Background: an optimization exercise with open tools, aiming at small area, a short achievable clock period and few clock cycles per item. Do not read the settings as production practice. Where RTL was checked, it was by simulation tests only, not by an equivalence proof against the original. Power is estimated from default activity; no workload was simulated.

==> flow/design.v (excerpt) <==
module matrix_pipeline_mac_top (
    input wire clk,
    input wire rst,
    input wire start,
    input wire [7:0] a11, a12, a13,
    input wire [7:0] a21, a22, a23,
    input wire [7:0] a31, a32, a33,
    input wire [7:0] b11, b12, b13,
    input wire [7:0] b21, b22, b23,
    input wire [7:0] b31, b32, b33,
    output wire [15:0] c11, c12, c13,
    output wire [15:0] c21, c22, c23,
    output wire [15:0] c31, c32, c33,
    output reg done
);
Size in the first run: about 240 flip-flops, ~0.050 mm² of cells after synthesis.
Settings: LEC_CHECK=0, CAP_MARGIN=20, CORE_MARGIN=2, CORE_UTILIZATION=65, CTS_BUF_LIST=sky130_fd_sc_hd__clkbuf_4, SLEW_MARGIN=20, SYNTH_HIERARCHICAL=1, SYNTH_MINIMUM_KEEP_SIZE=0; clock period 6.0 ns.
standard.sh (not shown) runs the stock make flow with config.mk's settings and CLKGATE_MAP_FILE= SYNTH_SCRIPT=/design/flow/synth_recipe.tcl, a recipe that flattens the netlist after the stock synthesis.
==> flow/flow/run.sh <==
#!/bin/bash
# The standard layout, with sky130_fd_sc_hd__buf_8 as the input port buffers
# and sky130_fd_sc_hd__buf_2 as the output port buffers (ORFS otherwise buffers
# every port with the slow clkdlybuf4s50_1 delay cell).  The output buffers
# are added right after global placement (flow/post_gpl.tcl), since the
# timing-driven global placement removes buffers before it buffers the ports.
set -o pipefail
bash standard.sh BUFFER_PORTS_ARGS="-inputs -buffer_cell sky130_fd_sc_hd__buf_8" \
    POST_GLOBAL_PLACE_TCL="$PWD/flow/post_gpl.tcl" finish 2>&1 | tee standard_make.log
==> flow/flow/post_gpl.tcl <==
# Buffer the output ports after global placement, with a small buffer: the
# output paths have slack to spare.
buffer_ports -outputs -buffer_cell sky130_fd_sc_hd__buf_2
Testbench counts at the start, summed over its fixed seeds: cycles 960, items 960.
Then changed:
--- a/flow/flow/run.sh
+++ b/flow/flow/run.sh
@@ -3 +3 @@
-# and sky130_fd_sc_hd__buf_2 as the output port buffers (ORFS otherwise buffers
+# and sky130_fd_sc_hd__buf_1 as the output port buffers (ORFS otherwise buffers
==> flow/flow/post_gpl.tcl (replaced) <==
# Buffer the output ports after global placement, with a small buffer: the
# output paths have slack to spare.
buffer_ports -outputs -buffer_cell sky130_fd_sc_hd__buf_1
CORE_UTILIZATION = 55   (was 65)
CTS_BUF_LIST = sky130_fd_sc_hd__clkbuf_8   (was sky130_fd_sc_hd__clkbuf_4)
GPL_ROUTABILITY_DRIVEN = 0   (was not set)
Effect: The new run ran to the end with no violations; count of clock-buffer cells in the layout falls by 47; combinational power decreases by a few percent; power goes down by a few percent; setup slack improved by 0.034 ns.

========
Another version of the RTL of matrix_pipeline_mac_top (not shown whole).
Size: roughly 4600 cells after synthesis, ~240 flip-flops, ~51000 um^2 of cells after synthesis.
export LEC_CHECK = 0
export CAP_MARGIN = 20
export CORE_MARGIN = 2
export CORE_UTILIZATION = 65
export SLEW_MARGIN = 20
export SYNTH_HIERARCHICAL = 1
export SYNTH_MINIMUM_KEEP_SIZE = 0
create_clock -name core_clock -period 6.0 [get_ports {clk}]
==> flow/flow/run.sh <==
#!/bin/bash
# The standard layout, with sky130_fd_sc_hd__buf_4 as the port buffers
# (ORFS otherwise buffers the ports with the slow clkdlybuf4s50_1 delay cell).
set -o pipefail
bash standard.sh BUFFER_PORTS_ARGS="-buffer_cell sky130_fd_sc_hd__buf_4" finish 2>&1 | tee standard_make.log
Rerun with:
--- a/flow/config.mk
+++ b/flow/config.mk
@@ -8,5 +8,5 @@
 export CAP_MARGIN = 20
 export CORE_MARGIN = 2
-export CORE_UTILIZATION = 65
+export CORE_UTILIZATION = 80
 export SLEW_MARGIN = 20
 export SYNTH_HIERARCHICAL = 1
Worst hold slack is better by 4.3 ps.
Setup slack is worse by 56 ps.
Via count grows by a few percent.
Routed wire length grows by a few percent.
Total power grows by a few percent.
Synthesized cell count does not change.
Maximum frequency shrinks slightly.
Clock skew stays the same.
Final area shrinks slightly.
Die area shrinks by about a fifth.
Sequential share of layout area stays flat.
Function was not checked in any run of this note: the RTL went through the layout flow alone.

========
Setup of v42:
matrix_pipeline_mac_top, a different RTL version from the one above (not shown whole).
Size: ~4600 cells after synthesis, about 240 flip-flops, about 51000 µm² of cells after synthesis.
clock: 6.0 ns
lec_check: 0
cap_margin: 20
core_margin: 2
core_utilization: 40
slew_margin: 20
synth_hierarchical: 1
synth_minimum_keep_size: 0
Scripts as last shown in full above: flow/flow/run.sh
Testbench counts of v42, summed over its fixed seeds: cycles 960, items 960.
Here is what was changed in the inputs of v11 compared with v42.
- a change of CORE_UTILIZATION from 40 to 65
### Flow results
The setup slack of v11 is larger than that of v42.
v11 vs. v42: total power of the final layout has decreased; minimum period implied by the final worst setup slack lower; relative contribution of the clock network to total power fell 0.2 points.
Input-level comparison between v51 and v11:
- a change of CORE_UTILIZATION from 65 to 40
==> flow/run.sh (new file) <==
#!/bin/bash
# synth_recipe.tcl (not shown) runs the flow's synth.tcl, then flattens the netlist and writes it again
# the make line also repeats each setting of config.mk as NAME=value (left out here)
make -C /OpenROAD-flow-scripts/flow DESIGN_CONFIG=/design/flow/config.mk WORK_HOME=/design/flow/orfs CLKGATE_MAP_FILE= SYNTH_SCRIPT=/design/flow/synth_recipe.tcl finish
removed: flow/flow/run.sh
removed: flow/standard.sh
==> comparison <==
For v11, the critical path launch point was b13[7], unlike v51, where it was t22_r6$_DFFE_PP_. As far as simple-gate share of the synthesized area goes, v11 and v51 are indistinguishable; the numbers are identical. Per the comparison of v51 with v11, total routed wirelength increased by 12% relative to the old numbers; fraction of area in multi-input gates decreased by 5.6 points relative to the old numbers.
Setup changes, v51 to v30
- an added GPL_TIMING_DRIVEN of 0
### Flow results
Every run in v30 and v51 closed cleanly, with the single exception of v30.
Going from v51 to v30, final-layout clock buffer total dropped 2, required time at the endpoint of the critical path climbed 1540 ps, logic depth of the worst setup path including buffers climbed 3.
From v51 to v30 the numbers moved as follows: worst setup slack fell by 1040 ps, number of H-tree branching levels lower, via count +874, wire length moved up.
When v30 is measured against v51, its final-layout clock-cell area share turns out 0.34 points lower.

========
matrix_pipeline_mac_top with an RTL version that a note above also has.
Size: ~4500 cells after synthesis, roughly 240 flip-flops, ~50000 sq um of cells after synthesis.
Design matrix_pipeline_mac_top, start of the top module:
module matrix_pipeline_mac_top (
    input wire clk,
    input wire rst,
    input wire start,
    input wire [7:0] a11, a12, a13,
    input wire [7:0] a21, a22, a23,
    input wire [7:0] a31, a32, a33,
    input wire [7:0] b11, b12, b13,
    input wire [7:0] b21, b22, b23,
    input wire [7:0] b31, b32, b33,
    output wire [15:0] c11, c12, c13,
    output wire [15:0] c21, c22, c23,
    output wire [15:0] c31, c32, c33,
    output reg done
);
    wire t11_p1_0_0 = ~(a11[0] & b11[0]);
    wire t11_p1_0_1 = ~(a11[0] & b11[1]);
    wire t11_p1_0_2 = ~(a11[0] & b11[2]);
    wire t11_p1_0_3 = ~(a11[0] & b11[3]);
    wire t11_p1_0_4 = ~(a11[0] & b11[4]);
    wire t11_p1_0_5 = ~(a11[0] & b11[5]);
    wire t11_p1_0_6 = ~(a11[0] & b11[6]);
    wire t11_p1_0_7 = ~(a11[0] & b11[7]);
    wire t11_p1_1_0 = ~(a11[1] & b11[0]);
    wire t11_p1_1_1 = ~(a11[1] & b11[1]);
    wire t11_p1_1_2 = ~(a11[1] & b11[2]);
    wire t11_p1_1_3 = ~(a11[1] & b11[3]);
    wire t11_p1_1_4 = ~(a11[1] & b11[4]);
    wire t11_p1_1_5 = ~(a11[1] & b11[5]);
    wire t11_p1_1_6 = ~(a11[1] & b11[6]);
    wire t11_p1_1_7 = ~(a11[1] & b11[7]);
    wire t11_p1_2_0 = ~(a11[2] & b11[0]);
    wire t11_p1_2_1 = ~(a11[2] & b11[1]);
    wire t11_p1_2_2 = ~(a11[2] & b11[2]);
    wire t11_p1_2_3 = ~(a11[2] & b11[3]);
    wire t11_p1_2_4 = ~(a11[2] & b11[4]);
    wire t11_p1_2_5 = ~(a11[2] & b11[5]);
    wire t11_p1_2_6 = ~(a11[2] & b11[6]);
    wire t11_p1_2_7 = ~(a11[2] & b11[7]);
    wire t11_p1_3_0 = ~(a11[3] & b11[0]);
    wire t11_p1_3_1 = ~(a11[3] & b11[1]);
    wire t11_p1_3_2 = ~(a11[3] & b11[2]);
    wire t11_p1_3_3 = ~(a11[3] & b11[3]);
    wire t11_p1_3_4 = ~(a11[3] & b11[4]);
    wire t11_p1_3_5 = ~(a11[3] & b11[5]);
    wire t11_p1_3_6 = ~(a11[3] & b11[6]);
    wire t11_p1_3_7 = ~(a11[3] & b11[7]);
    wire t11_p1_4_0 = ~(a11[4] & b11[0]);
    wire t11_p1_4_1 = ~(a11[4] & b11[1]);
    wire t11_p1_4_2 = ~(a11[4] & b11[2]);
  ...
clock: 6.0 ns
lec_check: 0
cap_margin: 20
core_margin: 2
core_utilization: 55
cts_buf_list: sky130_fd_sc_hd__clkbuf_8
slew_margin: 20
synth_hierarchical: 1
synth_minimum_keep_size: 0
==> flow/flow/run.sh <==
#!/bin/bash
# The standard layout, with sky130_fd_sc_hd__buf_8 as the input port buffers
# and sky130_fd_sc_hd__buf_1 as the output port buffers (ORFS otherwise buffers
# every port with the slow clkdlybuf4s50_1 delay cell).  The output buffers
# are added right after global placement (flow/post_gpl.tcl), since the
# timing-driven global placement removes buffers before it buffers the ports.
set -o pipefail
bash standard.sh BUFFER_PORTS_ARGS="-inputs -buffer_cell sky130_fd_sc_hd__buf_8" \
    POST_GLOBAL_PLACE_TCL="$PWD/flow/post_gpl.tcl" finish 2>&1 | tee standard_make.log
==> flow/flow/post_gpl.tcl <==
# Buffer the output ports after global placement, with a small buffer: the
# output paths have slack to spare.
buffer_ports -outputs -buffer_cell sky130_fd_sc_hd__buf_1
Testbench counts at the start, summed over its fixed seeds: cycles 960, items 960.
==> next run, changes <==
--- a/flow/flow/run.sh
+++ b/flow/flow/run.sh
@@ -2,3 +2,3 @@
 # The standard layout, with sky130_fd_sc_hd__buf_8 as the input port buffers
-# and sky130_fd_sc_hd__buf_1 as the output port buffers (ORFS otherwise buffers
+# and sky130_fd_sc_hd__buf_2 as the output port buffers (ORFS otherwise buffers
 # every port with the slow clkdlybuf4s50_1 delay cell).  The output buffers
==> flow/flow/post_gpl.tcl (replaced) <==
# Buffer the output ports after global placement, with a small buffer: the
# output paths have slack to spare.
buffer_ports -outputs -buffer_cell sky130_fd_sc_hd__buf_2
- CORE_UTILIZATION: 55 -> 65
Outcome: Fmax came out lower slightly. Setup slack got worse by 0.051 ns. Sequential share of layout area hardly moves.
==> next run, changes <==
- CTS_BUF_LIST: sky130_fd_sc_hd__clkbuf_8 -> default
=> Total power is higher slightly. Combinational power stays flat. Global-route usage is about the same. Die area is unchanged. Register-to-register slack stays flat.
==> next run, changes <==
--- a/flow/flow/run.sh
+++ b/flow/flow/run.sh
@@ -2,3 +2,3 @@
 # The standard layout, with sky130_fd_sc_hd__buf_8 as the input port buffers
-# and sky130_fd_sc_hd__buf_2 as the output port buffers (ORFS otherwise buffers
+# and sky130_fd_sc_hd__buf_1 as the output port buffers (ORFS otherwise buffers
 # every port with the slow clkdlybuf4s50_1 delay cell).  The output buffers
==> flow/flow/post_gpl.tcl (replaced) <==
# Buffer the output ports after global placement, with a small buffer: the
# output paths have slack to spare.
buffer_ports -outputs -buffer_cell sky130_fd_sc_hd__buf_1
- CORE_UTILIZATION: 65 -> 55
- CTS_BUF_LIST: default -> sky130_fd_sc_hd__clkbuf_8
- PLACE_DENSITY: default -> 0.75
Critical path depth stays the same.
Cell count rises by about 3.2%.
Flip-flop and latch count does not change.
Power falls by about 2%.
Via count rises by about 2%.
Die area rises by about 18%.
==> next run, changes <==
==> flow/flow/run.sh (replaced) <==
#!/bin/bash
# The standard layout, with sky130_fd_sc_hd__buf_6 as the input port buffers
# and sky130_fd_sc_hd__buf_2 as the output port buffers (ORFS otherwise buffers
# every port with the slow clkdlybuf4s50_1 delay cell).  The output buffers
# are added right after global placement (flow/post_gpl.tcl), since the
# timing-driven global placement removes buffers before it buffers the ports.
set -o pipefail
bash standard.sh BUFFER_PORTS_ARGS="-inputs -buffer_cell sky130_fd_sc_hd__buf_6" \
    POST_GLOBAL_PLACE_TCL="$PWD/flow/post_gpl.tcl" finish 2>&1 | tee standard_make.log
==> flow/flow/post_gpl.tcl (replaced) <==
# Buffer the output ports after global placement, with a small buffer: the
# output paths have slack to spare.
buffer_ports -outputs -buffer_cell sky130_fd_sc_hd__buf_2
- CORE_UTILIZATION: 55 -> 65
- PLACE_DENSITY: 0.75 -> default
=> Maximum frequency goes down by 2.8%; total power falls by 0.37%; hold slack improves by 0.042 ns.

========
== run B ==
matrix_pipeline_mac_top with an RTL version that a note above also has.
Size in the first run: ~240 flip-flops, ~0.051 mm2 of cells after synthesis.
clock: 6.0 ns
lec_check: 0
cap_margin: 20
core_margin: 2
core_utilization: 65
slew_margin: 20
synth_hierarchical: 1
synth_minimum_keep_size: 0
==> flow/flow/run.sh <==
#!/bin/bash
# The standard layout, with sky130_fd_sc_hd__buf_8 as the input port buffers
# and sky130_fd_sc_hd__buf_2 as the output port buffers (ORFS otherwise buffers
# every port with the slow clkdlybuf4s50_1 delay cell).  The output buffers
# are added right after global placement (flow/post_gpl.tcl), since the
# timing-driven global placement removes buffers before it buffers the ports.
set -o pipefail
bash standard.sh BUFFER_PORTS_ARGS="-inputs -buffer_cell sky130_fd_sc_hd__buf_8" \
    POST_GLOBAL_PLACE_TCL="$PWD/flow/post_gpl.tcl" finish 2>&1 | tee standard_make.log
==> flow/flow/post_gpl.tcl <==
# Buffer the output ports after global placement, with a small buffer: the
# output paths have slack to spare.
buffer_ports -outputs -buffer_cell sky130_fd_sc_hd__buf_2
Setup changes, run B to run A
Settings: SETUP_SLACK_MARGIN: unset -> 1.7.
==> flow/flow/run.sh <==
#!/bin/bash
# The standard layout, with sky130_fd_sc_hd__buf_4 as the port buffers
# (ORFS otherwise buffers the ports with the slow clkdlybuf4s50_1 delay cell).
set -o pipefail
bash standard.sh BUFFER_PORTS_ARGS="-buffer_cell sky130_fd_sc_hd__buf_4" finish 2>&1 | tee standard_make.log
removed: flow/flow/post_gpl.tcl
### Flow results
- Diff run B -> run A: via count normalized by instance count now smaller, non-clock buffer count now larger, post-route non-filler standard cell count comparable, worst voltage drop across the vdd grid now larger.
- Run A did not stop at any stage, and its layout met the timing, DRC and antenna checks.
- Area growth from synthesis to final layout is lower on run B
- Diff run A..run B | flip-flop and latch count after synthesis | unchanged
- Delta (run A minus run B): half-perimeter wire length after detailed placement went down, number of fillers in the final layout went down.
No run of this note included a check of the RTL's function; only the layout flow was run.

========
before:
matrix_pipeline_mac_top, a different RTL version from the one above (not shown whole).
Size: roughly 240 flip-flops, ~290 I/O pins, roughly 0.050 mm^2 of cells after synthesis.
==> flow/config.mk <==
export PLATFORM = sky130hd
export DESIGN_NAME = matrix_pipeline_mac_top
export DESIGN_NICKNAME = matrix_pipeline_mac_top
export VERILOG_FILES = /design/flow/design.v
export SDC_FILE = /design/flow/constraint.sdc
export NUM_CORES = 4
export LEC_CHECK = 0
export CAP_MARGIN = 20
export CORE_MARGIN = 2
export CORE_UTILIZATION = 55
export CTS_BUF_LIST = sky130_fd_sc_hd__clkbuf_8
export SLEW_MARGIN = 20
export SYNTH_HIERARCHICAL = 1
export SYNTH_MINIMUM_KEEP_SIZE = 0
==> flow/constraint.sdc <==
create_clock -name core_clock -period 6.0 [get_ports {clk}]
set_input_delay 1.2000 -clock core_clock [delete_from_list [all_inputs] [get_ports {clk}]]
set_output_delay 1.2000 -clock core_clock [all_outputs]
set_load 0.01 [all_outputs]
==> flow/flow/run.sh <==
#!/bin/bash
# The standard layout, with sky130_fd_sc_hd__buf_8 as the input port buffers
# and sky130_fd_sc_hd__buf_1 as the output port buffers (ORFS otherwise buffers
# every port with the slow clkdlybuf4s50_1 delay cell).  The output buffers
# are added right after global placement (flow/post_gpl.tcl), since the
# timing-driven global placement removes buffers before it buffers the ports.
set -o pipefail
bash standard.sh BUFFER_PORTS_ARGS="-inputs -buffer_cell sky130_fd_sc_hd__buf_8" \
    POST_GLOBAL_PLACE_TCL="$PWD/flow/post_gpl.tcl" finish 2>&1 | tee standard_make.log
==> flow/flow/post_gpl.tcl <==
# Buffer the output ports after global placement, with a small buffer: the
# output paths have slack to spare.
buffer_ports -outputs -buffer_cell sky130_fd_sc_hd__buf_1
Here is what was changed in the inputs of after compared with before.
--- a/flow/flow/run.sh
+++ b/flow/flow/run.sh
@@ -1,5 +1,5 @@
 #!/bin/bash
 # The standard layout, with sky130_fd_sc_hd__buf_8 as the input port buffers
-# and sky130_fd_sc_hd__buf_1 as the output port buffers (ORFS otherwise buffers
+# and sky130_fd_sc_hd__buf_2 as the output port buffers (ORFS otherwise buffers
 # every port with the slow clkdlybuf4s50_1 delay cell).  The output buffers
 # are added right after global placement (flow/post_gpl.tcl), since the
==> flow/flow/post_gpl.tcl <==
# Buffer the output ports after global placement, with a small buffer: the
# output paths have slack to spare.
buffer_ports -outputs -buffer_cell sky130_fd_sc_hd__buf_2
==> results.txt <==
The sequential share of cell area of after and that of before are within noise of each other.
Relative to before, post-layout instance area increased by 0.50% in after.
Against before as the reference, after delivers a lower fraction of power spent switching nets.
On switching power of the nets, after tracks before almost exactly.
From before to after the numbers moved as follows: initial antenna violation count saw a decrease, standard-cell row count saw little to no change.
There was hardly any difference in total number of vias between after and before.
after vs. before: met3 track demand over resource went up by 0.65 points; fraction of met2 tracks used by global routing went down by 0.16 points.
No functional check of the RTL was part of any run of this note.

-- afterwards: timing with drivers on the ports --
The flow's constraints put no driver on any port. The routed layouts listed below were extracted and timed again, unchanged, in two steps. Step 1 (the two cells are an assumption about what drives the block):
set clk [get_ports {clk}]
set_driving_cell -lib_cell sky130_fd_sc_hd__clkbuf_16 $clk
set_driving_cell -lib_cell sky130_fd_sc_hd__buf_2 [delete_from_list [all_inputs] $clk]
Step 2 also shifts input and output timing later by t, the mid clock arrival at the registers, as if the neighbouring blocks saw the same clock. Slacks: no drivers / after step 1 / after step 2; pairs: no drivers / after step 1.
| run | t, ns | slack for setup (ns) | worst setup path at the end |
|---|---|---|---|
| the first run of note 1 | 0.923 | 1.581 / 1.513 / 0.868 | input to register |
| the second run of note 1 | 0.764 | 1.615 / 1.630 / 0.866 | input to register |
| the first run of note 2 | 0.715 | 1.405 / 1.399 / 0.684 | input to register |
| the second run of note 2 | 0.712 | 1.350 / 1.374 / 0.662 | input to register |
| v42 | 0.675 | 1.346 / 1.368 / 0.693 | input to register |
| v11 | 0.680 | 1.404 / 1.423 / 0.742 | input to register |
| v51 | 0.680 | 0.923 / 0.847 / 0.212 | input to register |
| v30 | 0.705 | -0.117 / -0.073 / -0.778 | input to register |
| the first run of note 4 | 0.764 | 1.615 / 1.630 / 0.866 | input to register |
| the second run of note 4 | 0.703 | 1.564 / 1.583 / 0.880 | input to register |
| the third run of note 4 | 0.625 | 1.472 / 1.474 / 0.849 | input to register |
| the fourth run of note 4 | 0.776 | 1.628 / 1.606 / 0.830 | input to register |
| the fifth run of note 4 | 0.716 | 1.503 / 1.514 / 0.799 | input to register |
| run B | 0.703 | 1.520 / 1.536 / 0.833 | input to register |
| run A | 0.706 | 1.681 / 1.606 / 0.900 | input to register |
| before | 0.779 | 1.547 / 1.481 / 0.774 | input to register |
| after | 0.793 | 1.469 / 1.406 / 0.779 | input to register |
For the fourth run of note 4, which loses most, drivers alone change the setup slack by -0.022 ns; drivers and shift together by -0.798 ns.
